What follows belongs to an exercise in optimizing a design on an open flow for small area, a short achievable clock period and few clock cycles per item; a production flow would make more cautious choices. In this exercise RTL edits were held to simulation tests only and were not proved equivalent to the original. No activity file was given, so power comes from the tool's default toggle rates.

## flow/design.v (module list and top-level ports; edited modules follow where they fit)
// module median_filter: 1246 lines
module median_filter #(
  parameter WIDTH = 8,
  parameter P_WIN = 5
) (
  input  logic [WIDTH*P_WIN*P_WIN-1:0]  filter_win_in,
  input  logic                          filter_in_vld,
  output logic                          filter_in_rdy,
  output logic [WIDTH-1:0]              filter_data_out,
  output logic                          filter_out_vld,
  input  logic                          filter_out_rdy,
  input  logic [5:0]                    r_mf_threshold,
  input  logic clk,
  input  logic rst_n
);
  // ...
==> flow/flow/run.sh <==
#!/bin/bash
# The standard layout (the standard.sh: standard synthesis, ORFS place, CTS and route),
# with two changes: the port buffers that global placement inserts on every input and output
# are sky130_fd_sc_hd__buf_1 instead of the cell buffer_ports picks by default (the resizer
# may still upsize them), and clock tree synthesis uses larger sink clusters and no dummy
# loads. make's full output goes to flow.log here.
set -euo pipefail
bash standard.sh \
  BUFFER_PORTS_ARGS="-buffer_cell sky130_fd_sc_hd__buf_1" \
  CTS_ARGS="-sink_clustering_enable -repair_clock_nets -sink_clustering_size 24 -sink_clustering_max_diameter 100 -dont_use_dummy_load" \
  finish > flow.log 2>&1
==> flow/standard.sh <==
#!/bin/bash
# synth_recipe.tcl (not shown) runs the flow's synth.tcl, then flattens the netlist and writes it again
# the make line also repeats each setting of config.mk as NAME=value (left out here)
make -C /OpenROAD-flow-scripts/flow DESIGN_CONFIG=/design/flow/config.mk WORK_HOME=/design/flow/orfs CLKGATE_MAP_FILE= SYNTH_SCRIPT=/design/flow/synth_recipe.tcl "${@:-finish}"
==> flow/config.mk <==
export PLATFORM = sky130hd
export DESIGN_NAME = median_filter
export DESIGN_NICKNAME = median_filter
export VERILOG_FILES = /design/flow/design.v
export SDC_FILE = /design/flow/constraint.sdc
export NUM_CORES = 4
export LEC_CHECK = 0
export ABC_AREA = 1
export CAP_MARGIN = 20
export CORE_MARGIN = 2
export CORE_UTILIZATION = 60
export SETUP_SLACK_MARGIN = 3.25
export SLEW_MARGIN = 20
==> flow/constraint.sdc <==
create_clock -name core_clock -period 8.5 [get_ports {clk}]
set_input_delay 1.7000 -clock core_clock [delete_from_list [all_inputs] [get_ports {clk}]]
set_output_delay 1.7000 -clock core_clock [all_outputs]
set_load 0.01 [all_outputs]
==> summary.txt, run 1 <==
Pwr Total around 9.9 mW; syn_area_per_cell 8.945 µm²; Setup Skew just under 50 ps; Die X 196.0 µm; total number of cells along the worst setup path 18; CP Capture Type flop; Slew Limit Fails 0; placed cell count 3120; Required @ worst endpoint 8950 ps; Clk Latency, worst-skew pair 560 ps; first drt pass iteration count 6; CP Launch Point filter_win_in[167]; fin area 0.02434 mm²; run status finished clean; Synth Instances 2473; clock-cell share of area 0.02159; crit-path max cell delay around 530 ps; Syn-to-layout area delta 10.05%; number of flops mapped to enable cells by yosys 32; clock share of power 0.104; hold_buf cts 0; Seq cells 422; vias in the first global route 15420; switch share 0.4709; diode count 0; wire per inst 16.61 µm; post-route insts no fill 3163; root buf cell clkbuf_16; Pint 5.221 mW; peak supply drop 0.5921 mV; Flop pwr share 0.267; Synthesis Warnings 2; Logic inverters 489; core area 0.03643 mm²; DRC Markers 0; final wirelength 52.53 mm; ANT nets after route 0; total negative setup slack 0 ps; hpwl dp 41.78 mm; post-synthesis mux area share 0; worst r2r dst q2_24
Testbench counts, summed over its fixed seeds: cycles 3,232, items 3,200.
==> run 2: changes to the inputs <==
--- a/flow/design.v
+++ b/flow/design.v
@@ -11,17 +11,17 @@
   input  logic [5:0]                    r_mf_threshold,
   input  logic clk,
   input  logic rst_n
 );
 localparam int LAT = 3;    
 localparam int CAP = 4;    
 localparam int CW  = 3;
 wire acc = filter_in_vld & filter_in_rdy;
-wire [5:0] rc0 = ~r_mf_threshold;
+wire [4:0] rc0 = r_mf_threshold[5] ? 5'd0 : ~r_mf_threshold[4:0];
 wire v0 = acc;
 wire [7:0] e0_0 = filter_win_in[7:0];
 wire [7:0] e0_1 = filter_win_in[15:8];
 wire [7:0] e0_2 = filter_win_in[23:16];
 wire [7:0] e0_3 = filter_win_in[31:24];
 wire [7:0] e0_4 = filter_win_in[39:32];
 wire [7:0] e0_5 = filter_win_in[47:40];
 wire [7:0] e0_6 = filter_win_in[55:48];
@@ -104,17 +104,17 @@
 wire s0a_f20s = s0a_f20v[0];
 wire s0a_f20c = s0a_f20v[1];
 wire [1:0] s0a_f21v = {1'b0, s0a_f19s} + {1'b0, s0a_f18c} + {1'b0, s0a_f20s};
 wire s0a_f21s = s0a_f21v[0];
 wire s0a_f21c = s0a_f21v[1];
 wire [1:0] s0a_f22v = {1'b0, rc0[3]} + {1'b0, s0a_f19c} + {1'b0, s0a_f20c};
 wire s0a_f22s = s0a_f22v[0];
 wire s0a_f22c = s0a_f22v[1];
-wire [6:0] s0a = {1'b0, rc0[5], rc0[4], s0a_f21c, s0a_f21s, s0a_f18s, s0a_f9s} + {1'b0, 1'b0, s0a_f22c, s0a_f22s, 1'b0, 1'b0, s0a_f12s};
+wire [5:0] s0a = {1'b0, rc0[4], s0a_f21c, s0a_f21s, s0a_f18s, s0a_f9s} + {1'b0, s0a_f22c, s0a_f22s, 1'b0, 1'b0, s0a_f12s};
 wire [1:0] s0b_f1v = {1'b0, e0_0[7]} + {1'b0, e0_10[7]} + {1'b0, e0_11[7]};
 wire s0b_f1s = s0b_f1v[0];
 wire s0b_f1c = s0b_f1v[1];
 wire [1:0] s0b_f2v = {1'b0, e0_12[7]} + {1'b0, e0_13[7]} + {1'b0, e0_14[7]};
 wire s0b_f2s = s0b_f2v[0];
 wire s0b_f2c = s0b_f2v[1];
 wire [1:0] s0b_f3v = {1'b0, e0_15[7]} + {1'b0, e0_16[7]} + {1'b0, e0_17[7]};
 wire s0b_f3s = s0b_f3v[0];
@@ -171,17 +171,17 @@
 wire s0b_f20s = s0b_f20v[0];
 wire s0b_f20c = s0b_f20v[1];
 wire [1:0] s0b_f21v = {1'b0, s0b_f19s} + {1'b0, s0b_f18c} + {1'b0, s0b_f20s};
 wire s0b_f21s = s0b_f21v[0];
 wire s0b_f21c = s0b_f21v[1];
 wire [1:0] s0b_f22v = {1'b0, rc0[3]} + {1'b0, s0b_f19c} + {1'b0, s0b_f20c};
 wire s0b_f22s = s0b_f22v[0];
 wire s0b_f22c = s0b_f22v[1];
-wire [6:0] s0b = {1'b0, rc0[5], rc0[4], s0b_f21c, s0b_f21s, s0b_f18s, s0b_f9s} + {1'b0, 1'b0, s0b_f22c, s0b_f22s, 1'b0, 1'b0, s0b_f12s};
+wire [5:0] s0b = {1'b0, rc0[4], s0b_f21c, s0b_f21s, s0b_f18s, s0b_f9s} + {1'b0, s0b_f22c, s0b_f22s, 1'b0, 1'b0, s0b_f12s};
 wire [1:0] s0c_f1v = {1'b0, ((e0_0[7] | e0_0[6]))} + {1'b0, ((e0_10[7] | e0_10[6]))} + {1'b0, ((e0_11[7] | e0_11[6]))};
 wire s0c_f1s = s0c_f1v[0];
 wire s0c_f1c = s0c_f1v[1];
 wire [1:0] s0c_f2v = {1'b0, ((e0_12[7] | e0_12[6]))} + {1'b0, ((e0_13[7] | e0_13[6]))} + {1'b0, ((e0_14[7] | e0_14[6]))};
 wire s0c_f2s = s0c_f2v[0];
 wire s0c_f2c = s0c_f2v[1];
 wire [1:0] s0c_f3v = {1'b0, ((e0_15[7] | e0_15[6]))} + {1'b0, ((e0_16[7] | e0_16[6]))} + {1'b0, ((e0_17[7] | e0_17[6]))};
 wire s0c_f3s = s0c_f3v[0];
@@ -238,19 +238,19 @@
 wire s0c_f20s = s0c_f20v[0];
 wire s0c_f20c = s0c_f20v[1];
 wire [1:0] s0c_f21v = {1'b0, s0c_f19s} + {1'b0, s0c_f18c} + {1'b0, s0c_f20s};
 wire s0c_f21s = s0c_f21v[0];
 wire s0c_f21c = s0c_f21v[1];
 wire [1:0] s0c_f22v = {1'b0, rc0[3]} + {1'b0, s0c_f19c} + {1'b0, s0c_f20c};
 wire s0c_f22s = s0c_f22v[0];
 wire s0c_f22c = s0c_f22v[1];
-wire [6:0] s0c = {1'b0, rc0[5], rc0[4], s0c_f21c, s0c_f21s, s0c_f18s, s0c_f9s} + {1'b0, 1'b0, s0c_f22c, s0c_f22s, 1'b0, 1'b0, s0c_f12s};
-wire [7:6] d0 = {s0b[6], s0a[6] | (s0c[6] & ~s0b[6])};
-wire [5:0] rc1n = s0a[6] ? rc0 : s0b[6] ? s0a[5:0] : s0c[6] ? s0b[5:0] : s0c[5:0];
+wire [5:0] s0c = {1'b0, rc0[4], s0c_f21c, s0c_f21s, s0c_f18s, s0c_f9s} + {1'b0, s0c_f22c, s0c_f22s, 1'b0, 1'b0, s0c_f12s};
+wire [7:6] d0 = {s0b[5], s0a[5] | (s0c[5] & ~s0b[5])};
+wire [4:0] rc1n = s0a[5] ? rc0 : s0b[5] ? s0a[4:0] : s0c[5] ? s0b[4:0] : s0c[4:0];
 wire [7:6] r1n = d0;
 wire q1n_0 = (e0_0[7:6] == d0);
 wire q1n_1 = (e0_1[7:6] == d0);
 wire q1n_2 = (e0_2[7:6] == d0);
 wire q1n_3 = (e0_3[7:6] == d0);
 wire q1n_4 = (e0_4[7:6] == d0);
 wire q1n_5 = (e0_5[7:6] == d0);
 wire q1n_6 = (e0_6[7:6] == d0);
@@ -267,17 +267,17 @@
 wire q1n_17 = (e0_17[7:6] == d0);
 wire q1n_18 = (e0_18[7:6] == d0);
 wire q1n_19 = (e0_19[7:6] == d0);
 wire q1n_20 = (e0_20[7:6] == d0);
 wire q1n_21 = (e0_21[7:6] == d0);
 wire q1n_22 = (e0_22[7:6] == d0);
 wire q1n_23 = (e0_23[7:6] == d0);
 wire q1n_24 = (e0_24[7:6] == d0);
-logic [5:0] rc1;
+logic [4:0] rc1;
 logic [7:6] r1;
 logic v1;
 logic [5:0] e1_0;
 logic q1_0;
 logic [5:0] e1_1;
 logic q1_1;
 logic [5:0] e1_2;
 logic q1_2;
@@ -442,17 +442,17 @@
 wire s1a_f20s = s1a_f20v[0];
 wire s1a_f20c = s1a_f20v[1];
 wire [1:0] s1a_f21v = {1'b0, s1a_f19s} + {1'b0, s1a_f18c} + {1'b0, s1a_f20s};
 wire s1a_f21s = s1a_f21v[0];
 wire s1a_f21c = s1a_f21v[1];
 wire [1:0] s1a_f22v = {1'b0, rc1[3]} + {1'b0, s1a_f19c} + {1'b0, s1a_f20c};
 wire s1a_f22s = s1a_f22v[0];
 wire s1a_f22c = s1a_f22v[1];
-wire [6:0] s1a = {1'b0, rc1[5], rc1[4], s1a_f21c, s1a_f21s, s1a_f18s, s1a_f9s} + {1'b0, 1'b0, s1a_f22c, s1a_f22s, 1'b0, 1'b0, s1a_f12s};
+wire [5:0] s1a = {1'b0, rc1[4], s1a_f21c, s1a_f21s, s1a_f18s, s1a_f9s} + {1'b0, s1a_f22c, s1a_f22s, 1'b0, 1'b0, s1a_f12s};
 wire [1:0] s1b_f1v = {1'b0, (q1_0 & e1_0[5])} + {1'b0, (q1_1 & e1_1[5])} + {1'b0, (q1_10 & e1_10[5])};
 wire s1b_f1s = s1b_f1v[0];
 wire s1b_f1c = s1b_f1v[1];
 wire [1:0] s1b_f2v = {1'b0, (q1_11 & e1_11[5])} + {1'b0, (q1_12 & e1_12[5])} + {1'b0, (q1_13 & e1_13[5])};
 wire s1b_f2s = s1b_f2v[0];
 wire s1b_f2c = s1b_f2v[1];
 wire [1:0] s1b_f3v = {1'b0, (q1_14 & e1_14[5])} + {1'b0, (q1_15 & e1_15[5])} + {1'b0, (q1_16 & e1_16[5])};
 wire s1b_f3s = s1b_f3v[0];
@@ -509,17 +509,17 @@
 wire s1b_f20s = s1b_f20v[0];
 wire s1b_f20c = s1b_f20v[1];
 wire [1:0] s1b_f21v = {1'b0, s1b_f19s} + {1'b0, s1b_f18c} + {1'b0, s1b_f20s};
 wire s1b_f21s = s1b_f21v[0];
 wire s1b_f21c = s1b_f21v[1];
 wire [1:0] s1b_f22v = {1'b0, rc1[3]} + {1'b0, s1b_f19c} + {1'b0, s1b_f20c};
 wire s1b_f22s = s1b_f22v[0];
 wire s1b_f22c = s1b_f22v[1];
-wire [6:0] s1b = {1'b0, rc1[5], rc1[4], s1b_f21c, s1b_f21s, s1b_f18s, s1b_f9s} + {1'b0, 1'b0, s1b_f22c, s1b_f22s, 1'b0, 1'b0, s1b_f12s};
+wire [5:0] s1b = {1'b0, rc1[4], s1b_f21c, s1b_f21s, s1b_f18s, s1b_f9s} + {1'b0, s1b_f22c, s1b_f22s, 1'b0, 1'b0, s1b_f12s};
 wire [1:0] s1c_f1v = {1'b0, (q1_0 & (e1_0[5] | e1_0[4]))} + {1'b0, (q1_1 & (e1_1[5] | e1_1[4]))} + {1'b0, (q1_10 & (e1_10[5] | e1_10[4]))};
 wire s1c_f1s = s1c_f1v[0];
 wire s1c_f1c = s1c_f1v[1];
 wire [1:0] s1c_f2v = {1'b0, (q1_11 & (e1_11[5] | e1_11[4]))} + {1'b0, (q1_12 & (e1_12[5] | e1_12[4]))} + {1'b0, (q1_13 & (e1_13[5] | e1_13[4]))};
 wire s1c_f2s = s1c_f2v[0];
 wire s1c_f2c = s1c_f2v[1];
 wire [1:0] s1c_f3v = {1'b0, (q1_14 & (e1_14[5] | e1_14[4]))} + {1'b0, (q1_15 & (e1_15[5] | e1_15[4]))} + {1'b0, (q1_16 & (e1_16[5] | e1_16[4]))};
 wire s1c_f3s = s1c_f3v[0];
@@ -576,19 +576,19 @@
 wire s1c_f20s = s1c_f20v[0];
 wire s1c_f20c = s1c_f20v[1];
 wire [1:0] s1c_f21v = {1'b0, s1c_f19s} + {1'b0, s1c_f18c} + {1'b0, s1c_f20s};
 wire s1c_f21s = s1c_f21v[0];
 wire s1c_f21c = s1c_f21v[1];
 wire [1:0] s1c_f22v = {1'b0, rc1[3]} + {1'b0, s1c_f19c} + {1'b0, s1c_f20c};
 wire s1c_f22s = s1c_f22v[0];
 wire s1c_f22c = s1c_f22v[1];
-wire [6:0] s1c = {1'b0, rc1[5], rc1[4], s1c_f21c, s1c_f21s, s1c_f18s, s1c_f9s} + {1'b0, 1'b0, s1c_f22c, s1c_f22s, 1'b0, 1'b0, s1c_f12s};
-wire [5:4] d1 = {s1b[6], s1a[6] | (s1c[6] & ~s1b[6])};
-wire [5:0] rc2n = s1a[6] ? rc1 : s1b[6] ? s1a[5:0] : s1c[6] ? s1b[5:0] : s1c[5:0];
+wire [5:0] s1c = {1'b0, rc1[4], s1c_f21c, s1c_f21s, s1c_f18s, s1c_f9s} + {1'b0, s1c_f22c, s1c_f22s, 1'b0, 1'b0, s1c_f12s};
+wire [5:4] d1 = {s1b[5], s1a[5] | (s1c[5] & ~s1b[5])};
+wire [4:0] rc2n = s1a[5] ? rc1 : s1b[5] ? s1a[4:0] : s1c[5] ? s1b[4:0] : s1c[4:0];
 wire [7:4] r2n = {r1, d1};
 wire q2n_0 = q1_0 & (e1_0[5:4] == d1);
 wire q2n_1 = q1_1 & (e1_1[5:4] == d1);
 wire q2n_2 = q1_2 & (e1_2[5:4] == d1);
 wire q2n_3 = q1_3 & (e1_3[5:4] == d1);
 wire q2n_4 = q1_4 & (e1_4[5:4] == d1);
 wire q2n_5 = q1_5 & (e1_5[5:4] == d1);
 wire q2n_6 = q1_6 & (e1_6[5:4] == d1);
@@ -605,17 +605,17 @@
 wire q2n_17 = q1_17 & (e1_17[5:4] == d1);
 wire q2n_18 = q1_18 & (e1_18[5:4] == d1);
 wire q2n_19 = q1_19 & (e1_19[5:4] == d1);
 wire q2n_20 = q1_20 & (e1_20[5:4] == d1);
 wire q2n_21 = q1_21 & (e1_21[5:4] == d1);
 wire q2n_22 = q1_22 & (e1_22[5:4] == d1);
 wire q2n_23 = q1_23 & (e1_23[5:4] == d1);
 wire q2n_24 = q1_24 & (e1_24[5:4] == d1);
-logic [5:0] rc2;
+logic [4:0] rc2;
 logic [7:4] r2;
 logic v2;
 logic [3:0] e2_0;
 logic q2_0;
 logic [3:0] e2_1;
 logic q2_1;
 logic [3:0] e2_2;
 logic q2_2;
@@ -780,17 +780,17 @@
 wire s2a_f20s = s2a_f20v[0];
 wire s2a_f20c = s2a_f20v[1];
 wire [1:0] s2a_f21v = {1'b0, s2a_f19s} + {1'b0, s2a_f18c} + {1'b0, s2a_f20s};
 wire s2a_f21s = s2a_f21v[0];
 wire s2a_f21c = s2a_f21v[1];
 wire [1:0] s2a_f22v = {1'b0, rc2[3]} + {1'b0, s2a_f19c} + {1'b0, s2a_f20c};
 wire s2a_f22s = s2a_f22v[0];
 wire s2a_f22c = s2a_f22v[1];
-wire [6:0] s2a = {1'b0, rc2[5], rc2[4], s2a_f21c, s2a_f21s, s2a_f18s, s2a_f9s} + {1'b0, 1'b0, s2a_f22c, s2a_f22s, 1'b0, 1'b0, s2a_f12s};
+wire [5:0] s2a = {1'b0, rc2[4], s2a_f21c, s2a_f21s, s2a_f18s, s2a_f9s} + {1'b0, s2a_f22c, s2a_f22s, 1'b0, 1'b0, s2a_f12s};
 wire [1:0] s2b_f1v = {1'b0, (q2_0 & e2_0[3])} + {1'b0, (q2_1 & e2_1[3])} + {1'b0, (q2_10 & e2_10[3])};
 wire s2b_f1s = s2b_f1v[0];
 wire s2b_f1c = s2b_f1v[1];
 wire [1:0] s2b_f2v = {1'b0, (q2_11 & e2_11[3])} + {1'b0, (q2_12 & e2_12[3])} + {1'b0, (q2_13 & e2_13[3])};
 wire s2b_f2s = s2b_f2v[0];
 wire s2b_f2c = s2b_f2v[1];
 wire [1:0] s2b_f3v = {1'b0, (q2_14 & e2_14[3])} + {1'b0, (q2_15 & e2_15[3])} + {1'b0, (q2_16 & e2_16[3])};
 wire s2b_f3s = s2b_f3v[0];
@@ -847,17 +847,17 @@
 wire s2b_f20s = s2b_f20v[0];
 wire s2b_f20c = s2b_f20v[1];
 wire [1:0] s2b_f21v = {1'b0, s2b_f19s} + {1'b0, s2b_f18c} + {1'b0, s2b_f20s};
 wire s2b_f21s = s2b_f21v[0];
 wire s2b_f21c = s2b_f21v[1];
 wire [1:0] s2b_f22v = {1'b0, rc2[3]} + {1'b0, s2b_f19c} + {1'b0, s2b_f20c};
 wire s2b_f22s = s2b_f22v[0];
 wire s2b_f22c = s2b_f22v[1];
-wire [6:0] s2b = {1'b0, rc2[5], rc2[4], s2b_f21c, s2b_f21s, s2b_f18s, s2b_f9s} + {1'b0, 1'b0, s2b_f22c, s2b_f22s, 1'b0, 1'b0, s2b_f12s};
+wire [5:0] s2b = {1'b0, rc2[4], s2b_f21c, s2b_f21s, s2b_f18s, s2b_f9s} + {1'b0, s2b_f22c, s2b_f22s, 1'b0, 1'b0, s2b_f12s};
 wire [1:0] s2c_f1v = {1'b0, (q2_0 & (e2_0[3] | e2_0[2]))} + {1'b0, (q2_1 & (e2_1[3] | e2_1[2]))} + {1'b0, (q2_10 & (e2_10[3] | e2_10[2]))};
 wire s2c_f1s = s2c_f1v[0];
 wire s2c_f1c = s2c_f1v[1];
 wire [1:0] s2c_f2v = {1'b0, (q2_11 & (e2_11[3] | e2_11[2]))} + {1'b0, (q2_12 & (e2_12[3] | e2_12[2]))} + {1'b0, (q2_13 & (e2_13[3] | e2_13[2]))};
 wire s2c_f2s = s2c_f2v[0];
 wire s2c_f2c = s2c_f2v[1];
 wire [1:0] s2c_f3v = {1'b0, (q2_14 & (e2_14[3] | e2_14[2]))} + {1'b0, (q2_15 & (e2_15[3] | e2_15[2]))} + {1'b0, (q2_16 & (e2_16[3] | e2_16[2]))};
 wire s2c_f3s = s2c_f3v[0];
@@ -914,19 +914,19 @@
 wire s2c_f20s = s2c_f20v[0];
 wire s2c_f20c = s2c_f20v[1];
 wire [1:0] s2c_f21v = {1'b0, s2c_f19s} + {1'b0, s2c_f18c} + {1'b0, s2c_f20s};
 wire s2c_f21s = s2c_f21v[0];
 wire s2c_f21c = s2c_f21v[1];
 wire [1:0] s2c_f22v = {1'b0, rc2[3]} + {1'b0, s2c_f19c} + {1'b0, s2c_f20c};
 wire s2c_f22s = s2c_f22v[0];
 wire s2c_f22c = s2c_f22v[1];
-wire [6:0] s2c = {1'b0, rc2[5], rc2[4], s2c_f21c, s2c_f21s, s2c_f18s, s2c_f9s} + {1'b0, 1'b0, s2c_f22c, s2c_f22s, 1'b0, 1'b0, s2c_f12s};
-wire [3:2] d2 = {s2b[6], s2a[6] | (s2c[6] & ~s2b[6])};
-wire [5:0] rc3n = s2a[6] ? rc2 : s2b[6] ? s2a[5:0] : s2c[6] ? s2b[5:0] : s2c[5:0];
+wire [5:0] s2c = {1'b0, rc2[4], s2c_f21c, s2c_f21s, s2c_f18s, s2c_f9s} + {1'b0, s2c_f22c, s2c_f22s, 1'b0, 1'b0, s2c_f12s};
+wire [3:2] d2 = {s2b[5], s2a[5] | (s2c[5] & ~s2b[5])};
+wire [4:0] rc3n = s2a[5] ? rc2 : s2b[5] ? s2a[4:0] : s2c[5] ? s2b[4:0] : s2c[4:0];
 wire [7:2] r3n = {r2, d2};
 wire q3n_0 = q2_0 & (e2_0[3:2] == d2);
 wire q3n_1 = q2_1 & (e2_1[3:2] == d2);
 wire q3n_2 = q2_2 & (e2_2[3:2] == d2);
 wire q3n_3 = q2_3 & (e2_3[3:2] == d2);
 wire q3n_4 = q2_4 & (e2_4[3:2] == d2);
 wire q3n_5 = q2_5 & (e2_5[3:2] == d2);
 wire q3n_6 = q2_6 & (e2_6[3:2] == d2);
@@ -943,17 +943,17 @@
 wire q3n_17 = q2_17 & (e2_17[3:2] == d2);
 wire q3n_18 = q2_18 & (e2_18[3:2] == d2);
 wire q3n_19 = q2_19 & (e2_19[3:2] == d2);
 wire q3n_20 = q2_20 & (e2_20[3:2] == d2);
 wire q3n_21 = q2_21 & (e2_21[3:2] == d2);
 wire q3n_22 = q2_22 & (e2_22[3:2] == d2);
 wire q3n_23 = q2_23 & (e2_23[3:2] == d2);
 wire q3n_24 = q2_24 & (e2_24[3:2] == d2);
-logic [5:0] rc3;
+logic [4:0] rc3;
 logic [7:2] r3;
 logic v3;
 logic [1:0] e3_0;
 logic [1:0] e3_1;
 logic [1:0] e3_2;
 logic [1:0] e3_3;
 logic [1:0] e3_4;
 logic [1:0] e3_5;
@@ -1068,17 +1068,17 @@
 wire s3a_f20s = s3a_f20v[0];
 wire s3a_f20c = s3a_f20v[1];
 wire [1:0] s3a_f21v = {1'b0, s3a_f19s} + {1'b0, s3a_f18c} + {1'b0, s3a_f20s};
 wire s3a_f21s = s3a_f21v[0];
 wire s3a_f21c = s3a_f21v[1];
 wire [1:0] s3a_f22v = {1'b0, rc3[3]} + {1'b0, s3a_f19c} + {1'b0, s3a_f20c};
 wire s3a_f22s = s3a_f22v[0];
 wire s3a_f22c = s3a_f22v[1];
-wire [6:0] s3a = {1'b0, rc3[5], rc3[4], s3a_f21c, s3a_f21s, s3a_f18s, s3a_f9s} + {1'b0, 1'b0, s3a_f22c, s3a_f22s, 1'b0, 1'b0, s3a_f12s};
+wire [5:0] s3a = {1'b0, rc3[4], s3a_f21c, s3a_f21s, s3a_f18s, s3a_f9s} + {1'b0, s3a_f22c, s3a_f22s, 1'b0, 1'b0, s3a_f12s};
 wire [1:0] s3b_f1v = {1'b0, e3_0[1]} + {1'b0, e3_10[1]} + {1'b0, e3_11[1]};
 wire s3b_f1s = s3b_f1v[0];
 wire s3b_f1c = s3b_f1v[1];
 wire [1:0] s3b_f2v = {1'b0, e3_12[1]} + {1'b0, e3_13[1]} + {1'b0, e3_14[1]};
 wire s3b_f2s = s3b_f2v[0];
 wire s3b_f2c = s3b_f2v[1];
 wire [1:0] s3b_f3v = {1'b0, e3_15[1]} + {1'b0, e3_16[1]} + {1'b0, e3_17[1]};
 wire s3b_f3s = s3b_f3v[0];
@@ -1135,17 +1135,17 @@
 wire s3b_f20s = s3b_f20v[0];
 wire s3b_f20c = s3b_f20v[1];
 wire [1:0] s3b_f21v = {1'b0, s3b_f19s} + {1'b0, s3b_f18c} + {1'b0, s3b_f20s};
 wire s3b_f21s = s3b_f21v[0];
 wire s3b_f21c = s3b_f21v[1];
 wire [1:0] s3b_f22v = {1'b0, rc3[3]} + {1'b0, s3b_f19c} + {1'b0, s3b_f20c};
 wire s3b_f22s = s3b_f22v[0];
 wire s3b_f22c = s3b_f22v[1];
-wire [6:0] s3b = {1'b0, rc3[5], rc3[4], s3b_f21c, s3b_f21s, s3b_f18s, s3b_f9s} + {1'b0, 1'b0, s3b_f22c, s3b_f22s, 1'b0, 1'b0, s3b_f12s};
+wire [5:0] s3b = {1'b0, rc3[4], s3b_f21c, s3b_f21s, s3b_f18s, s3b_f9s} + {1'b0, s3b_f22c, s3b_f22s, 1'b0, 1'b0, s3b_f12s};
 wire [1:0] s3c_f1v = {1'b0, ((e3_0[1] | e3_0[0]))} + {1'b0, ((e3_10[1] | e3_10[0]))} + {1'b0, ((e3_11[1] | e3_11[0]))};
 wire s3c_f1s = s3c_f1v[0];
 wire s3c_f1c = s3c_f1v[1];
 wire [1:0] s3c_f2v = {1'b0, ((e3_12[1] | e3_12[0]))} + {1'b0, ((e3_13[1] | e3_13[0]))} + {1'b0, ((e3_14[1] | e3_14[0]))};
 wire s3c_f2s = s3c_f2v[0];
 wire s3c_f2c = s3c_f2v[1];
 wire [1:0] s3c_f3v = {1'b0, ((e3_15[1] | e3_15[0]))} + {1'b0, ((e3_16[1] | e3_16[0]))} + {1'b0, ((e3_17[1] | e3_17[0]))};
 wire s3c_f3s = s3c_f3v[0];
@@ -1202,21 +1202,21 @@
 wire s3c_f20s = s3c_f20v[0];
 wire s3c_f20c = s3c_f20v[1];
 wire [1:0] s3c_f21v = {1'b0, s3c_f19s} + {1'b0, s3c_f18c} + {1'b0, s3c_f20s};
 wire s3c_f21s = s3c_f21v[0];
 wire s3c_f21c = s3c_f21v[1];
 wire [1:0] s3c_f22v = {1'b0, rc3[3]} + {1'b0, s3c_f19c} + {1'b0, s3c_f20c};
 wire s3c_f22s = s3c_f22v[0];
 wire s3c_f22c = s3c_f22v[1];
-wire [6:0] s3c = {1'b0, rc3[5], rc3[4], s3c_f21c, s3c_f21s, s3c_f18s, s3c_f9s} + {1'b0, 1'b0, s3c_f22c, s3c_f22s, 1'b0, 1'b0, s3c_f12s};
-wire [1:0] d3 = {s3b[6], s3a[6] | (s3c[6] & ~s3b[6])};
-wire [5:0] rc4n = s3a[6] ? rc3 : s3b[6] ? s3a[5:0] : s3c[6] ? s3b[5:0] : s3c[5:0];
+wire [5:0] s3c = {1'b0, rc3[4], s3c_f21c, s3c_f21s, s3c_f18s, s3c_f9s} + {1'b0, s3c_f22c, s3c_f22s, 1'b0, 1'b0, s3c_f12s};
+wire [1:0] d3 = {s3b[5], s3a[5] | (s3c[5] & ~s3b[5])};
+wire [4:0] rc4n = s3a[5] ? rc3 : s3b[5] ? s3a[4:0] : s3c[5] ? s3b[4:0] : s3c[4:0];
 wire [7:0] r4n = {r3, d3};
-wire [5:0] rc4 = rc4n;
+wire [4:0] rc4 = rc4n;
 wire [7:0] r4 = r4n;
 wire v4 = v3;
 wire [7:0] res     = r4;
 wire       res_vld = v4;
 logic [7:0]     q  [CAP];
 logic [CAP-1:0] qv;
 logic [CW-1:0]  cnt;       
 wire take = qv[0] & filter_out_rdy;
==> run 2 against run 1 <==
  * Register-to-register slack worse by 30 ps
  * Total power grew 0.74%
  * Worst setup slack better by 12 ps
  * Sequential power hardly changed
==> summary.txt, run 2 <==
run status finished clean; hpwl dp 41.55 mm (-0.57%); number of flops mapped to enable cells by yosys 32 (unchanged); initial antenna violation count 1; most frequent cell on the critical path fa_1; root buf cell clkbuf_16; clk slew on worst S/H paths 100 ps; async set-reset flop share out of synthesis 0.02387; total of max-cap violations 0; Final setup viols 0; syn_area_per_cell 9.108 µm² (+1.8%); critical path type in -> reg; CTS tree yes; arrival time worst endpoint 5590 ps; syn_nets around 2900; drt first-iter violations 892; cell with the most instances after synthesis inv_1; largest net degree at the start of global routing 52; CP Capture Type flop; Least-Margin Pin Slew 770.6 ps; post-synth top area cell dfxtp_1; Synth Instances 2370 (-4.2%); most common cell after layout, fill and taps aside inv_1; f_max 0.1938 GHz; DRC Markers 0 (unchanged); Die X 193.7 µm (-1.2%); CTS sink cnt 419; CP Launch Type input port; smallest hold slack approximately 330 ps; synth top area cells dfxtp_1 35%, fa_1 25%, inv_1 8.2%, nand2_1 7.9%, nor2_1 5.8%; Top reg by flops q; Clk Latency, worst-skew pair 570 ps (about the same); wire per inst 16.92 µm (+1.9%); endpoints failing hold 0; synth unique cells 36; Tmin final 5160 ps; via/cell ratio 5.009; Setup Skew 66.33 ps (+17.12 ps); via count between 15000 and 20000; share of cells above drive strength 1 0.03592; crit-path max cell delay 580 ps (+50 ps); DP Worst Slack between 2000 and 2500 ps; final wirelength 51.64 mm (-1.7%); Largest register FFs 32; total negative setup slack 0 ps (unchanged); Pwr Total 9.941 mW (+0.74%); first drt pass iteration count 5 (-1); core area 0.03548 mm² (-2.6%); peak supply drop 0.4744 mV (-20%); GPL Wtd Cong approximately 0.92; Worst Path Max Fanout 12; Die ar. 0.03751 mm²; Leakage around 11 nW; Slew Limit Fails 0 (unchanged); Required @ worst endpoint 8930 ps (-20 ps); register area share after synthesis 0.4058; port buffer count 219; WP buf/inv 2; family with the most delay on the worst path adder cells; Crit-path slowest cell fa_1; CTS Buf Count 22; commonest non-fill, non-tap cells in the layout 471 x inv_1, 452 x nand2_1, 377 x dfxtp_1; main flop type after synthesis dfxtp_1; Netlist Area Pre-Place 0.02159 mm²; Synthesis Warnings 2 (unchanged); Finished Core Util 0.6684; IO Pins 220; Nets slightly above 3000; ANT nets after route 0 (unchanged); Starting Density 0.6083; die height 193.7 µm; Hold WC Path Type reg -> reg; Syn-to-layout area delta 9.865%; RSZ-0062 raised after global routing yes; hold_buf cts 0 (unchanged); clock buffer depth 3; row count 69; post-synth top area share 0.3496; CP Cell Sequence buf_1, nor2_1, fa_1, fa_1, fa_1, fa_1, inv_1, fa_1, ha_4, a21oi_1, nand2_4, nand2_8, nand2_4, nor2_1, nor2_1; top cells by count, synth 472 x inv_1, 456 x nand2_1, 377 x dfxtp_1; Power Dens Cells 419.2 mW/mm²; period utilization 0.6070; GRT overflow 0; total track usage 0.2783; register bit total from synthesis 419; Slew headroom 0.4843; # H-tree levels 1; first-pass GRT wire length 80.61 mm; vias in the first global route 15580 (+0.99%); Final Worst Setup Slack around 3300 ps
-- run 2: cell types whose count changed in the layout (fill, tap and decap cells not counted), moves of 11 or more --
| cell | delta |
|---|---|
| a21oi_1 | -36 |
| fa_1 | +14 |
| fa_2 | -14 |
| inv_1 | -11 |
| nand2_1 | -49 |
| nand3_1 | -45 |
| nor2_1 | +51 |
| or2_2 | -13 |
-- run 2: layout make-up --
type                            instances  area [µm²]
Fill cell                            2984       11770
Multi-Input combinational cell       1440       11060
Sequential cell                       419        8758
Inverter                              478        1813
Timing Repair Buffer                  230       954.7
Tap cell                              461       576.8
Clock buffer                           22       550.5
Antenna cell                            2       5.005
-- run 2: worst register-to-register path: stages, from the launching register on --
cell and delay (ps):
dfxtp_1 430, nand2_1 130, fa_1 520, fa_1 500
fa_1 410, fa_1 410, inv_1 90, fa_1 420
ha_1 240, a21oi_4 570, nand2_8 230, inv_4 180
nand2_8 190, nand2_8 210, nand2_1 90, nand3_1 240
nor2_1 70
-- run 2: worst paths after layout --
check	endpoint	slack (ps)	from	cells after the start
worst max-delay path	q1_14	3340	filter_win_in[127]	15
worst min-delay path	e2_19[1]	330	e1_19[1]	0
worst max register to register	e3_12[1]	3470	q2_6	16
worst min register to register	e2_19[1]	330	e1_19[1]	0
max in group asynchronous	cnt[1]	7050	rst_n	1
min in group asynchronous	qv[0]	1080	rst_n	1
-- run 2: logic make-up after synthesis --
| kind of cell | after synthesis | share of synthesized area |
|---|---|---|
| AOI/OAI and AO/OA | 106 | 0.02527 |
| xor gates and xnor gates | 44 | 0.01785 |
| adders and majority gates | 309 | 0.2713 |
| buffers and inverters | 518 | 0.09344 |
| DFF | 419 | 0.4058 |
| and+or+nand+nor | 974 | 0.1864 |
-- run 2: per-stage QoR --
stage          cell area, µm²  cells
6_report                23720   3052
5_1_grt                 23710   3051
4_1_cts                 23430   3039
3_5_place_dp            22810   3015
3_3_place_gp            22810   3015
2_1_floorplan           21590   2370
-- run 2: timing repair --
action,CTS,global route
pin swaps,1,6
setup endpoints to repair,99,96
resized for setup,7,34
buffers inserted,0,5
gates cloned,2,6
hold endpoints to repair,0,0
-- run 2: report_power, final --
| group | leakage, nW | internal (mW) | switching, mW |
|---|---|---|---|
| Combinational | 7.32 | 2.32 | 3.97 |
| Clock | 0.271 | 0.462 | 0.586 |
| Sequential | 3.58 | 2.36 | 0.234 |
| Total | 11.2 | 5.15 | 4.80 |
-- run 2: layer usage --
| metal | wire, µm | vias to the layer above | global-route usage |
|---|---|---|---|
| met5 | 0 | - | 0 |
| met4 | 1556 | 0 | 0.07464 |
| met3 | 4084 | 81 | 0.05444 |
| met2 | 23380 | 499 | 0.4466 |
| met1 | 22620 | 7272 | 0.3907 |
| li1 | - | 7435 | - |
Testbench counts of run 2, summed over its fixed seeds: cycles 3,232, items 3,200.
==> run 3: changes to the inputs <==
--- a/flow/config.mk
+++ b/flow/config.mk
@@ -8,6 +8,6 @@
 export ABC_AREA = 1
 export CAP_MARGIN = 20
 export CORE_MARGIN = 2
-export CORE_UTILIZATION = 60
+export CORE_UTILIZATION = 70
 export SETUP_SLACK_MARGIN = 3.25
 export SLEW_MARGIN = 20
==> run 3 against run 2 <==
  * Still clean
  * Sequential power about the same
  * Total power grew 1.8%
  * Clock skew fell by 37 ps
  * Register-to-register slack better by 20 ps
  * Die area down 14%
  * Core utilization rose by 11 points
  * Global-route usage up 5.2 points
  * Wire length rose by 2.4%
  * Largest cell class unchanged
  * Largest power group unchanged
==> summary.txt, run 3 <==
total of max-cap violations 0 (unchanged); CP Launch Point filter_win_in[127]; IO Pins 220 (unchanged); most common cell after layout, fill and taps aside inv_1; main flop type after synthesis dfxtp_1; CP Capture Type flop; Slew headroom 0.4892 (+0.004844); first-pass GRT wire length 82.96 mm (+2.9%); WP buf/inv 2 (unchanged); Starting Density 0.7075 (+0.09917); share of cells above drive strength 1 0.03589 (about the same); clk slew on worst S/H paths 90 ps (about the same); Tmin final 5136 ps (-23.40 ps); Pint 5.178 mW (+0.63%); Netlist Area Pre-Place 0.02159 mm² (unchanged); Hold WC Path Type reg -> reg; cell with the most instances after synthesis inv_1; register area share after synthesis 0.4058 (unchanged); vias in the first global route 16150 (+3.7%); Crit-path slowest cell fa_1; CTS tree yes; post-synth top area share 0.3496 (unchanged); smallest hold slack 307.4 ps (-18.63 ps); hpwl dp 41.39 mm (-0.39%); peak supply drop 0.5762 mV (+21%); most frequent cell on the critical path fa_1; Setup Skew 29.56 ps (-36.78 ps); f_max 0.1947 GHz (+0.46%); port buffer count 219 (unchanged); final wirelength 52.87 mm (+2.4%); crit-path max cell delay 580 ps (about the same); arrival time worst endpoint 5570 ps (-20 ps); synth top area cells dfxtp_1 35%, fa_1 25%, inv_1 8.2%, nand2_1 7.9%, nor2_1 5.8%; async set-reset flop share out of synthesis 0.02387 (unchanged); via count 15810 (+3.4%); Die X 179.6 µm (-7.3%); GPL Wtd Cong 0.9618 (+5.0%); Top reg by flops q; endpoints failing hold 0 (unchanged); CP Cell Sequence buf_1, nor2_1, fa_1, fa_1, fa_1, fa_1, inv_1, fa_1, ha_4, nand4_1, nand2_4, nand2_8, nand2_4, nand2_1, nand2_1, nor2_1; ANT nets after route 0 (unchanged); family with the most delay on the worst path adder cells; via/cell ratio 5.290 (+5.6%); Final setup viols 0 (unchanged); wire per inst 17.69 µm (+4.6%); Synthesis Warnings 2 (unchanged); post-synth top area cell dfxtp_1; synth unique cells 36 (unchanged); Largest register FFs 32 (unchanged); Least-Margin Pin Slew 765.1 ps (-5.534 ps); Sw Pwr 4.945 mW (+3.1%); commonest non-fill, non-tap cells in the layout 470 x inv_1, 451 x nand2_1, 377 x dfxtp_1; critical path type in -> reg; period utilization 0.6042 (-0.002753); Leakage 11.17 nW (about the same); Die ar. 0.03226 mm² (-14%); Syn-to-layout area delta 9.604%; Synth Instances 2370 (unchanged); drt first-iter violations 1275 (+43%); syn_area_per_cell 9.108 µm² (unchanged); row count 64 (-7.2%); Worst Path Max Fanout 6 (-6); run status finished clean; core area 0.03051 mm² (-14%); Nets 3112 (+0.064%); switch share 0.4885 (+0.006108); worst r2r src q1_11; min-delay src e1_3[2]; Required @ worst endpoint 8930 ps (about the same); number of flops mapped to enable cells by yosys 32 (unchanged); post-route insts no fill 2988 (-2.1%); # H-tree levels 1 (unchanged); total negative setup slack 0 ps (unchanged); CP Launch Type input port; Power Dens Cells 427.9 mW/mm² (+2.1%); CTS Buf Count 21 (-4.5%); largest net degree at the start of global routing 32 (-38%); Slew Limit Fails 0 (unchanged); clock buffer depth 3 (unchanged); die height 179.6 µm (-7.3%); Flop pwr share 0.257 (-0.004); Clk Latency, worst-skew pair 540 ps (-30 ps); total track usage 0.3301 (+0.05183); RSZ-0062 raised after global routing no; clock share of power 0.101 (-0.004); CTS sink cnt 419 (unchanged); top cells by count, synth 472 x inv_1, 456 x nand2_1, 377 x dfxtp_1; placed cell count 2951 (-2.1%); GRT overflow 0 (unchanged); register bit total from synthesis 419 (unchanged); combinational share of power 0.642 (+0.008); initial antenna violation count 0 (-1); DRC Markers 0 (unchanged); first drt pass iteration count 7 (+2); root buf cell clkbuf_16; syn_nets 2889 (unchanged)
[run 3: timing repair]
item | 4_1_cts | 5_1_grt
hold buffers | 0 | 0
setup buffers | 3 | 4
setup endpoints to repair | 104 | 99
pin swaps | 4 | 4
gates resized for setup | 20 | 22
gates cloned | 4 | 4
[run 3: final cells by class]
cell class / instances / area (µm²)
tap: 396 / 495.5
sequential: 419 / 8758
clock buffer: 21 / 525.5
inverter: 478 / 1821
timing repair buffer: 233 / 991.0
multi-input combinational: 1440 / 11070
fill: 2158 / 6850
antenna: 1 / 2.502
[run 3: worst register-to-register path: cells and delay by family (launching register included)]
| kind | cells | cell delay, ps |
|---|---|---|
| adder cells (fa/ha/maj) | 6 | 2610 |
| AND/OR/NAND/NOR | 7 | 1040 |
| buffers and inverters | 6 | 850 |
| flip-flops | 1 | 400 |
[run 3: final timing paths]
path | cells past startpoint | end | slack (ps)
worst max-delay path | 16 | q1_16 | 3360
worst min-delay path | 0 | e2_3[2] | 310
worst max register to register | 19 | q2_21 | 3490
worst min register to register | 0 | e2_3[2] | 310
max in group asynchronous | 1 | qv[3] | 7050
min in group asynchronous | 1 | qv[0] | 1090
[run 3: cell families after synthesis]
| logic type | synth area share |
|---|---|
| flops | 0.4058 |
| simple gates | 0.1864 |
| compound gates | 0.02527 |
| fa+ha+maj | 0.2713 |
| buf+inv | 0.09344 |
| xor+xnor | 0.01785 |
[run 3: power groups by stage]
stage               Clock, mW  Combinational, mW  Sequential [mW]
detailed placement          0               5.93             2.64
CTS                      1.04               6.13             2.60
floorplan                   0               4.46             2.56
global route             1.11               7.26             2.63
finish                   1.02               6.50             2.60
global placement            0               5.75             2.63
[run 3: stage by stage]
| step | setup slack (ps) | util | instance area [µm²] | power [mW] |
|---|---|---|---|---|
| 3_3_place_gp | 2161 | 0.7451 | 22730 | 8.378 |
| 4_1_cts | 3261 | 0.7692 | 23470 | 9.767 |
| 5_1_grt | 3225 | 0.7754 | 23660 | 10.99 |
| 3_5_place_dp | 1988 | 0.7451 | 22730 | 8.572 |
| 2_1_floorplan | 3229 | - | 21590 | 7.021 |
| 6_report | 3364 | 0.7755 | 23660 | 10.12 |
[run 3: routing by layer]
| metal | global-route usage | routed length [µm] |
|---|---|---|
| met5 | 0 | 0 |
| met4 | 0.08618 | 1482 |
| met3 | 0.05227 | 4821 |
| met2 | 0.5307 | 24370 |
| met1 | 0.4750 | 22200 |
==> run 4: changes to the inputs <==
--- a/flow/config.mk
+++ b/flow/config.mk
@@ -9,5 +9,5 @@
 export CAP_MARGIN = 20
 export CORE_MARGIN = 2
 export CORE_UTILIZATION = 70
-export SETUP_SLACK_MARGIN = 3.25
+export SETUP_SLACK_MARGIN = 3.6
 export SLEW_MARGIN = 20
==> run 4 against run 3 <==
  * Still clean on timing, DRC and antenna
  * Via count rose by 3.6%
  * Area after synthesis is the same
  * Wire length up 7.8%
  * Critical path type unchanged
  * Critical endpoint is now q1_13
==> summary.txt, run 4 <==
largest net degree at the start of global routing 32 (unchanged); GRT overflow 0 (unchanged); register bit total from synthesis 419 (unchanged); Flop pwr share 0.251 (-0.006); first drt pass iteration count 7 (unchanged); CTS sink cnt 419 (unchanged); GPL Wtd Cong 0.9417 (-2.1%); Largest register FFs 32 (unchanged); f_max 0.2036 GHz (+4.6%); Syn-to-layout area delta 12.52%; Slew Limit Fails 0 (unchanged); total track usage 0.3506 (+0.02052); drt first-iter violations 1596 (+25%); via/cell ratio 5.439 (+2.8%); run status finished clean; most common cell after layout, fill and taps aside inv_1; wire per inst 18.93 µm (+7.0%); critical path type in -> reg; port buffer count 219 (unchanged); Leakage 11.36 nW (+1.7%); Die ar. 0.03226 mm² (unchanged); Hold WC Path Type reg -> reg; Netlist Area Pre-Place 0.02159 mm² (unchanged); Die X 179.6 µm (unchanged); register area share after synthesis 0.4058 (unchanged); DRC Markers 0 (unchanged); Worst Path Max Fanout 7 (+1); cell with the most instances after synthesis inv_1; main flop type after synthesis dfxtp_1; Tmin final 4911 ps (-225.6 ps); clk slew on worst S/H paths 90 ps (about the same); combinational share of power 0.651 (+0.009); Finished Core Util 0.7961 (+0.02063); reg-to-reg slack, setup 3740 ps (+250 ps); syn_area_per_cell 9.108 µm² (unchanged); async set-reset flop share out of synthesis 0.02387 (unchanged); CP Launch Point filter_win_in[102]; Met2 Routed Length 26.77 mm (+9.9%); worst reg-to-reg path cell count 17 (-2); Met3 Wirelength 5.391 mm (+12%); post-synth top area cell dfxtp_1; Sw Pwr 5.101 mW (+3.2%); CTS Buf Count 21 (unchanged); total of max-cap violations 0 (unchanged); vias in the first global route 16960 (+5.1%); peak supply drop 0.5198 mV (-9.8%); Slew headroom 0.2554 (-0.2338); ANT nets after route 0 (unchanged); die height 179.6 µm (unchanged); root buf cell clkbuf_16; Top reg by flops q; switch share 0.4893 (+0.0008426); min-delay src e1_3[3]; Fill cells 2003 (-7.2%); CP Launch Type input port; Pint 5.324 mW (+2.8%); Final setup viols 0 (unchanged); Required @ worst endpoint 8930 ps (about the same); final wirelength 56.99 mm (+7.8%); synth top area cells dfxtp_1 35%, fa_1 25%, inv_1 8.2%, nand2_1 7.9%, nor2_1 5.8%; CTS tree yes; CP Capture Type flop; number of flops mapped to enable cells by yosys 32 (unchanged); worst r2r src q1_11; most frequent cell on the critical path fa_2; arrival time worst endpoint 5340 ps (-230 ps); top cells by count, synth 472 x inv_1, 456 x nand2_1, 377 x dfxtp_1; IO Pins 220 (unchanged); synth unique cells 36 (unchanged); first-pass GRT wire length 87.58 mm (+5.6%); Clk Latency, worst-skew pair 550 ps (about the same); initial antenna violation count 2 (+2); Crit-path slowest cell fa_2; syn_nets 2889 (unchanged); Least-Margin Pin Slew 1105 ps (+340.2 ps); row count 64 (unchanged); flip-flop and latch area 0.008758 mm² (unchanged); period utilization 0.5777 (-0.02654); post-synth top area share 0.3496 (unchanged); Pwr Total 10.42 mW (+3.0%); smallest hold slack 321.9 ps (+14.56 ps); Synth Instances 2370 (unchanged); hpwl dp 43.48 mm (+5.0%); commonest non-fill, non-tap cells in the layout 434 x inv_1, 427 x nand2_1, 377 x dfxtp_1; share of cells above drive strength 1 0.1106 (+0.07467); Multi-input gate area 0.01146 mm² (+3.6%); core area 0.03051 mm² (unchanged); CP Cell Sequence buf_2, nand2_2, inv_2, fa_2, inv_2, fa_2, fa_2, fa_2, fa_2, nor2_2, nand4_1, nand2_4, clkinv_8, nand2_4, nand2_1, nand2_1, nor2_1; total negative setup slack 0 ps (unchanged); Power Dens Cells 429.2 mW/mm² (+0.31%); hold worst-path end e2_3[3]; Nets 3135 (+0.74%); Synthesis Warnings 2 (unchanged); via count 16380 (+3.6%); # H-tree levels 1 (unchanged); Setup Skew 33.95 ps (+4.390 ps); worst r2r dst q2_14; crit-path max cell delay 590 ps (about the same); endpoints failing hold 0 (unchanged); worst hold stages 0 (unchanged); hold_buf cts 0 (unchanged); clock buffer depth 3 (unchanged); DR top layer met5; RSZ-0062 raised after global routing yes; Starting Density 0.7075 (unchanged); clock share of power 0.098 (-0.003); M1 WL 22.16 mm (-0.17%)
[run 4: cell type report]
type / instances / area share
timing repair inverter: 2 / 0.0007212
multi-input combinational: 1446 / 0.4719
sequential: 419 / 0.3606
timing repair buffer: 248 / 0.04878
inverter: 478 / 0.07583
antenna: 1 / 0.0001030
clock buffer: 21 / 0.02164
tap: 396 / 0.02040
[run 4: cells by family (layout without fill, tap and decap cells)]
kind of cell / Yosys count / after routing / synth area share
AND/OR/NAND/NOR: 974 / 987 / 0.1864
buffers and inverters: 518 / 749 / 0.09344
flip-flops: 419 / 419 / 0.4058
adder cells (fa/ha/maj): 309 / 309 / 0.2713
AO/OA/AOI/OAI: 106 / 106 / 0.02527
XOR/XNOR: 44 / 44 / 0.01785
other: 0 / 1 / 0
[run 4: worst max path at each step]
stage	slack (ps)	cells after the start	endpoint
3_5_place_dp	2240	17	q1_5
6_report	3590	17	q1_13
4_1_cts	3600	19	q2_16
5_1_grt	3460	17	q1_7
3_3_place_gp	2360	17	q1_1
2_1_floorplan	3490	15	q1_12
[run 4: stage by stage]
step | setup WS (ps) | instance area, µm² | instances
2_1_floorplan | 3486 | 21750 | 2370
3_3_place_gp | 2364 | 22850 | 2950
3_5_place_dp | 2235 | 22850 | 2950
4_1_cts | 3598 | 23690 | 2983
5_1_grt | 3462 | 24290 | 3011
6_report | 3589 | 24290 | 3011
[run 4: layer usage]
metal	vias up	global-route usage
met5	-	0
met4	2	0.1259
met3	218	0.06584
met2	854	0.5827
met1	7799	0.4655
li1	7505	-
[run 4: repair_timing]
action	4_1_cts	5_1_grt
resized for setup	56	177
endpoints found under the hold margin	0	0
setup endpoints to repair	115	103
setup buffers	6	18
pin swaps	9	44
gates cloned	6	9
[run 4: worst max-delay path: cells and delay by family]
kind          cells  cell delay (ps)
fa+ha+maj         5             2350
buf+inv           4              340
simple gates      8              930
[run 4: power groups by stage]
stage | clock network, mW | registers (mW) | logic [mW]
after floorplan | 0 | 2.56 | 4.54
after global placement | 0 | 2.64 | 5.71
after detailed placement | 0 | 2.65 | 5.96
after CTS | 1.04 | 2.61 | 6.23
after global routing | 1.11 | 2.64 | 7.52
final | 1.03 | 2.62 | 6.78
==> run 5: changes to the inputs <==
--- a/flow/config.mk
+++ b/flow/config.mk
@@ -8,6 +8,6 @@
 export ABC_AREA = 1
 export CAP_MARGIN = 20
 export CORE_MARGIN = 2
-export CORE_UTILIZATION = 70
+export CORE_UTILIZATION = 55
 export SETUP_SLACK_MARGIN = 3.6
 export SLEW_MARGIN = 20
==> run 5 against run 4 <==
  * Critical path depth unchanged
  * Hold slack lost 3.6 ps
  * Register-to-register slack better by 70 ps
  * Non-clock buffer count fell by 6
  * Total power is 1.7% lower
  * Sequential power about the same
  * Via count down 5.3%
  * Worst setup slack improved by 29 ps
  * Sequential share of layout area decreased by 0.20 points
  * Maximum frequency increased by 0.60%
  * Clock skew increased by 2.5 ps
  * Critical endpoint is now q1_6
==> summary.txt, run 5 <==
run status finished clean; Setup Skew 36.47 ps (+2.523 ps); Synth Instances 2370 (unchanged); Netlist Area Pre-Place 0.02159 mm² (unchanged); Synthesis Warnings 2 (unchanged); Multi-input gate area 0.01145 mm² (-0.13%); total of max-cap violations 0 (unchanged); CTS tree yes; number of flops mapped to enable cells by yosys 32 (unchanged); CP Capture Type flop; # H-tree levels 1 (unchanged); Syn-to-layout area delta 13.16%; Tmin final 4881 ps (-29.39 ps); endpoints failing hold 0 (unchanged); post-synth top area cell dfxtp_1; first drt pass iteration count 5 (-2); via/cell ratio 4.966 (-8.7%); diode count 0 (-1); clock share of power 0.101 (+0.003); combinational share of power 0.645 (-0.006); hpwl dp 43.78 mm (+0.69%); Slew headroom 0.4435 (+0.1882); top cells by count, synth 472 x inv_1, 456 x nand2_1, 377 x dfxtp_1; hold_buf cts 0 (unchanged); GPL Wtd Cong 0.9829 (+4.4%); RSZ-0062 raised after global routing yes; smallest hold slack 318.3 ps (-3.614 ps); most frequent cell on the critical path fa_2; Die ar. 0.04085 mm² (+27%); Slew Limit Fails 0 (unchanged); Starting Density 0.5572 (-0.1503); synth top area cells dfxtp_1 35%, fa_1 25%, inv_1 8.2%, nand2_1 7.9%, nor2_1 5.8%; flip-flop and latch area 0.008760 mm² (about the same); port buffer count 219 (unchanged); main flop type after synthesis dfxtp_1; commonest non-fill, non-tap cells in the layout 439 x inv_1, 431 x nand2_1, 376 x dfxtp_1; wire per inst 17.64 µm (-6.8%); Sw Pwr 4.967 mW (-2.6%); final wirelength 55.12 mm (-3.3%); Flop pwr share 0.255 (+0.004); post-synth top area share 0.3496 (unchanged); via count 15520 (-5.3%); Largest register FFs 32 (unchanged); GRT overflow 0 (unchanged); Required @ worst endpoint 8920 ps (about the same); period utilization 0.5742 (-0.003458); Final setup viols 0 (unchanged); largest net degree at the start of global routing 32 (unchanged); row count 72 (+13%); Clk Latency, worst-skew pair 550 ps (about the same); Top reg by flops q; crit-path max cell delay 510 ps (-80 ps); Leakage 11.38 nW (+0.16%); DRC Markers 0 (unchanged); Die X 202.1 µm (+13%); clk slew on worst S/H paths 100 ps (about the same); Power Dens Cells 419.7 mW/mm² (-2.2%); total negative setup slack 0 ps (unchanged); Hold WC Path Type reg -> reg; syn_area_per_cell 9.108 µm² (unchanged); register area share after synthesis 0.4058 (unchanged); CTS sink cnt 419 (unchanged); Post-Place Cell Area 0.02301 mm² (+0.67%); register bit total from synthesis 419 (unchanged); WP buf/inv 5 (+1); arrival time worst endpoint 5300 ps (-40 ps); Crit-path slowest cell fa_1; IO Pins 220 (unchanged); CP Launch Type input port; share of cells above drive strength 1 0.09823 (-0.01232); Fill cells 3390 (+69%); Pint 5.284 mW (-0.74%); Least-Margin Pin Slew 831.6 ps (-273.6 ps); syn_nets 2889 (unchanged); async set-reset flop share out of synthesis 0.02387 (unchanged); switch share 0.4845 (-0.004810); CP Cell Sequence clkbuf_4, fa_2, fa_1, inv_1, fa_2, fa_2, inv_2, fa_1, ha_4, nand4_1, buf_6, nand2_8, inv_8, nand2_8, nand2_4, nor2_1, nor2_1; fin area 0.02443 mm² (+0.57%); synth unique cells 36 (unchanged); root buf cell clkbuf_16; peak supply drop 0.4800 mV (-7.6%); Nets 3127 (-0.26%); vias in the first global route 15510 (-8.5%); ANT nets after route 0 (unchanged); initial antenna violation count 1 (-1); CTS Buf Count 21 (unchanged); cell with the most instances after synthesis inv_1; clock buffer depth 3 (unchanged); core area 0.03874 mm² (+27%); total track usage 0.2703 (-0.08031); family with the most delay on the worst path adder cells; drt first-iter violations 915 (-43%); die height 202.1 µm (+13%); Worst Path Max Fanout 12 (+5); first-pass GRT wire length 84.08 mm (-4.0%); critical path type in -> reg; most common cell after layout, fill and taps aside inv_1; f_max 0.2049 GHz (+0.60%)
[run 5: worst reg2reg max path, delay by kind of cell (launching register included)]
family / cells / cell delay, ps
fa+ha+maj: 6 / 2640
simple gates: 7 / 920
buf+inv: 4 / 560
flops: 1 / 450
[run 5: stage by stage]
step	power, mW	setup slack (ps)	utilization	std cells
floorplan	7.100	3486	-	2370
global placement	8.459	2380	0.5939	3072
CTS	9.862	3566	0.6151	3103
detailed placement	8.610	2293	0.5939	3072
global route	11.20	3504	0.6306	3124
finish	10.25	3619	0.6306	3124
[run 5: power groups by stage]
| stage | clock [mW] | sequential (mW) | combinational [mW] |
|---|---|---|---|
| floorplan | 0 | 2.56 | 4.54 |
| global placement | 0 | 2.66 | 5.80 |
| detailed placement | 0 | 2.66 | 5.95 |
| CTS | 1.06 | 2.61 | 6.19 |
| global route | 1.13 | 2.65 | 7.43 |
| finish | 1.03 | 2.61 | 6.61 |
[run 5: kinds of logic after synthesis]
kind of cell / count (synthesis) / synth area share
buffers and inverters: 518 / 0.09344
DFF: 419 / 0.4058
adders and majority gates: 309 / 0.2713
and+or+nand+nor: 974 / 0.1864
AOI/OAI and AO/OA: 106 / 0.02527
xor gates and xnor gates: 44 / 0.01785
[run 5: repair_timing]
item | in CTS | in global routing
buffers inserted | 5 | 12
pin swaps | 4 | 45
cloned | 5 | 9
resized for setup | 51 | 163
endpoints found under the setup margin | 114 | 99
[run 5: per-layer routing]
metal  vias up  part of all wire  GRT usage
li1       7471                 -          -
met1      7450              0.45     0.3838
met2       508              0.45     0.4283
met3        84             0.074    0.05563
met4         2             0.027    0.06648
met5         -           0.00024          0
[run 5: layout make-up]
| cell class | count | share of cell area |
|---|---|---|
| multi-input cells | 1444 | 0.4687 |
| flip-flops and latches | 419 | 0.3586 |
| inverters | 478 | 0.07530 |
| repair buffers | 242 | 0.04866 |
| well taps | 518 | 0.02653 |
| clock buffers | 21 | 0.02151 |
| repair inverters | 2 | 0.0007171 |
[run 5: final timing paths]
check | startpoint | to | slack, ps | depth (start not counted)
setup / recovery | filter_win_in[103] | q1_6 | 3620 | 17
hold / removal | e1_8[3] | e2_8[3] | 320 | 0
setup reg to reg | q1_1 | q2_12 | 3810 | 17
hold reg to reg | e1_8[3] | e2_8[3] | 320 | 0
max in group asynchronous | rst_n | qv[3] | 7060 | 1
min in group asynchronous | rst_n | v3 | 1090 | 1
==> run 6: changes to the inputs <==
--- a/flow/config.mk
+++ b/flow/config.mk
@@ -8,6 +8,6 @@
 export ABC_AREA = 1
 export CAP_MARGIN = 20
 export CORE_MARGIN = 2
-export CORE_UTILIZATION = 55
-export SETUP_SLACK_MARGIN = 3.6
+export CORE_UTILIZATION = 60
+export SETUP_SLACK_MARGIN = 4.0
 export SLEW_MARGIN = 20
==> run 6 against run 5 <==
  * Still clean on timing, DRC and antenna
  * Global-route usage grew 2.8 points
  * Wire length grew 1.8%
  * Area after synthesis is the same
  * First-iteration DRC count grew 29%
  * Core utilization grew 8.1 points
  * Clock power is essentially flat
  * Critical endpoint is now q1_22
==> summary.txt, run 6 <==
run status finished clean; placed cell count 3014 (-1.9%); clock share of power 0.092 (-0.009); die height 193.7 µm (-4.2%); Leakage 11.64 nW (+2.3%); core area 0.03548 mm² (-8.4%); initial antenna violation count 2 (+1); total negative setup slack 0 ps (unchanged); wire per inst 18.06 µm (+2.4%); critical path type in -> reg; share of cells above drive strength 1 0.1536 (+0.05538); Tmin final 4835 ps (-45.84 ps); Fill cells 2758 (-19%); clk slew on worst S/H paths 90 ps (about the same); total of max-cap violations 0 (unchanged); port buffer count 219 (unchanged); Die X 193.7 µm (-4.2%); Sw Pwr 5.431 mW (+9.4%); most frequent cell on the critical path fa_2; GPL Wtd Cong 0.9519 (-3.2%); register area share after synthesis 0.4058 (unchanged); Multi-input gate area 0.01191 mm² (+4.0%); Slew headroom 0.4883 (+0.04476); DRC Markers 0 (unchanged); total track usage 0.2980 (+0.02768); crit-path max cell delay 560 ps (+50 ps); Syn-to-layout area delta 16.97%; CTS tree yes; CP Launch Type input port; row count 69 (-4.2%); synth top area cells dfxtp_1 35%, fa_1 25%, inv_1 8.2%, nand2_1 7.9%, nor2_1 5.8%; Required @ worst endpoint 8930 ps (about the same); Pint 5.740 mW (+8.6%); CTS Buf Count 21 (unchanged); Synthesis Warnings 2 (unchanged); first-pass GRT wire length 85.28 mm (+1.4%); flip-flop and latch area 0.008775 mm² (+0.17%); Power Dens Cells 442.5 mW/mm² (+5.4%); most common cell after layout, fill and taps aside nand2_1; worst r2r src q2_0; Netlist Area Pre-Place 0.02159 mm² (unchanged); Worst Path Max Fanout 7 (-5); Top reg by flops q; cell with the most instances after synthesis inv_1; largest net degree at the start of global routing 34 (+6.3%); worst reg-to-reg path cell count 20 (+3); Starting Density 0.6083 (+0.05111); endpoints failing hold 0 (unchanged); RSZ-0062 raised after global routing yes; Crit-path slowest cell fa_2; # H-tree levels 1 (unchanged); synth unique cells 36 (unchanged); post-synth top area cell dfxtp_1; via/cell ratio 5.102 (+2.7%); worst hold stages 0 (unchanged); drt first-iter violations 1179 (+29%); f_max 0.2068 GHz (+0.95%); period utilization 0.5689 (-0.005393); peak supply drop 0.6079 mV (+27%); Final setup viols 0 (unchanged); arrival time worst endpoint 5270 ps (-30 ps); first drt pass iteration count 5 (unchanged); syn_nets 2889 (unchanged); root buf cell clkbuf_16; CP Capture Type flop; switch share 0.4862 (+0.001672); Clk Latency, worst-skew pair 550 ps (about the same); number of flops mapped to enable cells by yosys 32 (unchanged); post-synth top area share 0.3496 (unchanged); Least-Margin Pin Slew 762.4 ps (-69.18 ps); Die ar. 0.03751 mm² (-8.2%); Flop pwr share 0.234 (-0.021); CP Launch Point filter_win_in[86]; Hold WC Path Type reg -> reg; main flop type after synthesis dfxtp_1; top cells by count, synth 472 x inv_1, 456 x nand2_1, 377 x dfxtp_1; ANT nets after route 0 (unchanged); combinational share of power 0.675 (+0.030); via count 15840 (+2.1%); post-route insts no fill 3105 (-0.61%); CTS sink cnt 419 (unchanged); Nets 3164 (+1.2%); hpwl dp 41.91 mm (-4.3%); Setup Skew 27.58 ps (-8.893 ps); Slew Limit Fails 0 (unchanged); clock buffer depth 3 (unchanged); syn_area_per_cell 9.108 µm² (unchanged); async set-reset flop share out of synthesis 0.02387 (unchanged); GRT overflow 0 (unchanged); min-delay src e1_4[2]; vias in the first global route 15960 (+2.9%); commonest non-fill, non-tap cells in the layout 425 x nand2_1, 421 x inv_1, 366 x dfxtp_1; IO Pins 220 (unchanged); Largest register FFs 32 (unchanged); final wirelength 56.09 mm (+1.8%); register bit total from synthesis 419 (unchanged); CP Cell Sequence buf_2, inv_4, nand2_4, fa_2, inv_2, fa_2, fa_2, fa_2, fa_2, nor2_2, nand4_1, nand2_4, nand2_8, nand2_8, nand2_2, nand2_1, nor2_1; Synth Instances 2370 (unchanged)
run 6: cell counts after synthesis:
Identical to the previous run, type by type.
run 6: worst max-delay path: cells and delay by family:
family | cells | cell delay (ps)
adders and majority gates | 5 | 2310
buffers and inverters | 3 | 220
and+or+nand+nor | 9 | 1030
run 6: worst paths after layout:
kind | slack, ps | to
max | 3660 | q1_22
min | 320 | e2_4[2]
max reg2reg | 4100 | e3_14[1]
min reg2reg | 320 | e2_4[2]
max in group asynchronous | 7070 | qv[0]
min in group asynchronous | 1080 | v1
run 6: logic make-up (layout without fill, tap and decap cells):
group	Yosys count	in the layout	share of synthesized area
adders and majority gates	309	309	0.2713
AOI/OAI and AO/OA	106	106	0.02527
buffers and inverters	518	775	0.09344
DFF	419	419	0.4058
xor gates and xnor gates	44	44	0.01785
and+or+nand+nor	974	990	0.1864
other	0	1	0
run 6: metrics by stage:
| step | setup WS (ps) | area, µm² | utilization | hold WS (ps) | power, mW |
|---|---|---|---|---|---|
| finish | 3665 | 25250 | 0.7116 | 320.4 | 11.17 |
| global route | 3562 | 25250 | 0.7115 | 319.1 | 12.08 |
| CTS | 3682 | 24570 | 0.6924 | 322.0 | 10.61 |
| detailed placement | 2183 | 22990 | 0.6479 | 312.1 | 8.646 |
| global placement | 2354 | 22990 | 0.6479 | 310.0 | 8.512 |
| floorplan | 3486 | 21820 | - | 309.6 | 7.107 |
run 6: power by group through the flow:
stage / Clock (mW) / Combinational (mW) / Sequential (mW)
final: 1.02 / 7.54 / 2.61
after global routing: 1.12 / 8.32 / 2.65
after CTS: 1.04 / 6.96 / 2.61
after detailed placement: 0 / 5.99 / 2.65
after global placement: 0 / 5.86 / 2.65
after floorplan: 0 / 4.55 / 2.56
run 6: area by class of cell:
cell class,count,area share
clock buffers,21,0.02081
well taps,461,0.02284
diodes,1,0.00009911
repair buffers,272,0.06179
repair inverters,4,0.001388
inverters,478,0.07389
multi-input cells,1449,0.4717
flip-flops and latches,419,0.3475
run 6: routing by layer:
metal  vias up  GRT usage  wire length (µm)
met1      7571     0.4270             24120
li1       7555          -                 -
met3        99    0.06332              4934
met5         -          0                 0
met4         0    0.08312              1535
met2       618     0.4631             25500
run 6: repair_timing:
item	in CTS	in global routing
cloned	19	3
setup endpoints to repair	119	118
buffers inserted	29	18
hold endpoints to repair	0	0
resized for setup	197	163
pin swaps	62	70
hold buffers	0	0

## port drivers added, routing unchanged
The results above use ideal ports. As a check the final layouts listed here were re-extracted and re-timed, cells and wires unchanged. Step 1, drivers: a clkbuf_16 drives clk and a buf_2 each remaining input, both assumed. Step 2 adds t to the input delays and takes it off the output delays; t is the mean of the earliest and latest rising clock arrival at the registers after step 1. Input paths then give back, and output paths get back, about the clock's delay inside the block. Three values: no drivers, after step 1, after step 2; two values: the first two.
run	shift t [ns]	slack for setup (ns)	worst slew at a driven data input, ns	cell pins on the clock port's net
run 1	0.591	3.329 / 3.362 / 2.771	0.07	1
run 2	0.591	3.340 / 3.372 / 2.781	0.08	1
run 3	0.581	3.364 / 3.396 / 2.815	0.08	1
run 4	0.591	3.589 / 3.612 / 3.022	0.08	1
run 5	0.589	3.619 / 3.632 / 3.043	0.08	1
run 6	0.597	3.665 / 3.674 / 3.077	0.08	1
After both steps every run listed still meets setup and hold. The setup slack of run 6, which loses most, moves by +0.009 ns with the drivers and by -0.588 ns with both steps.
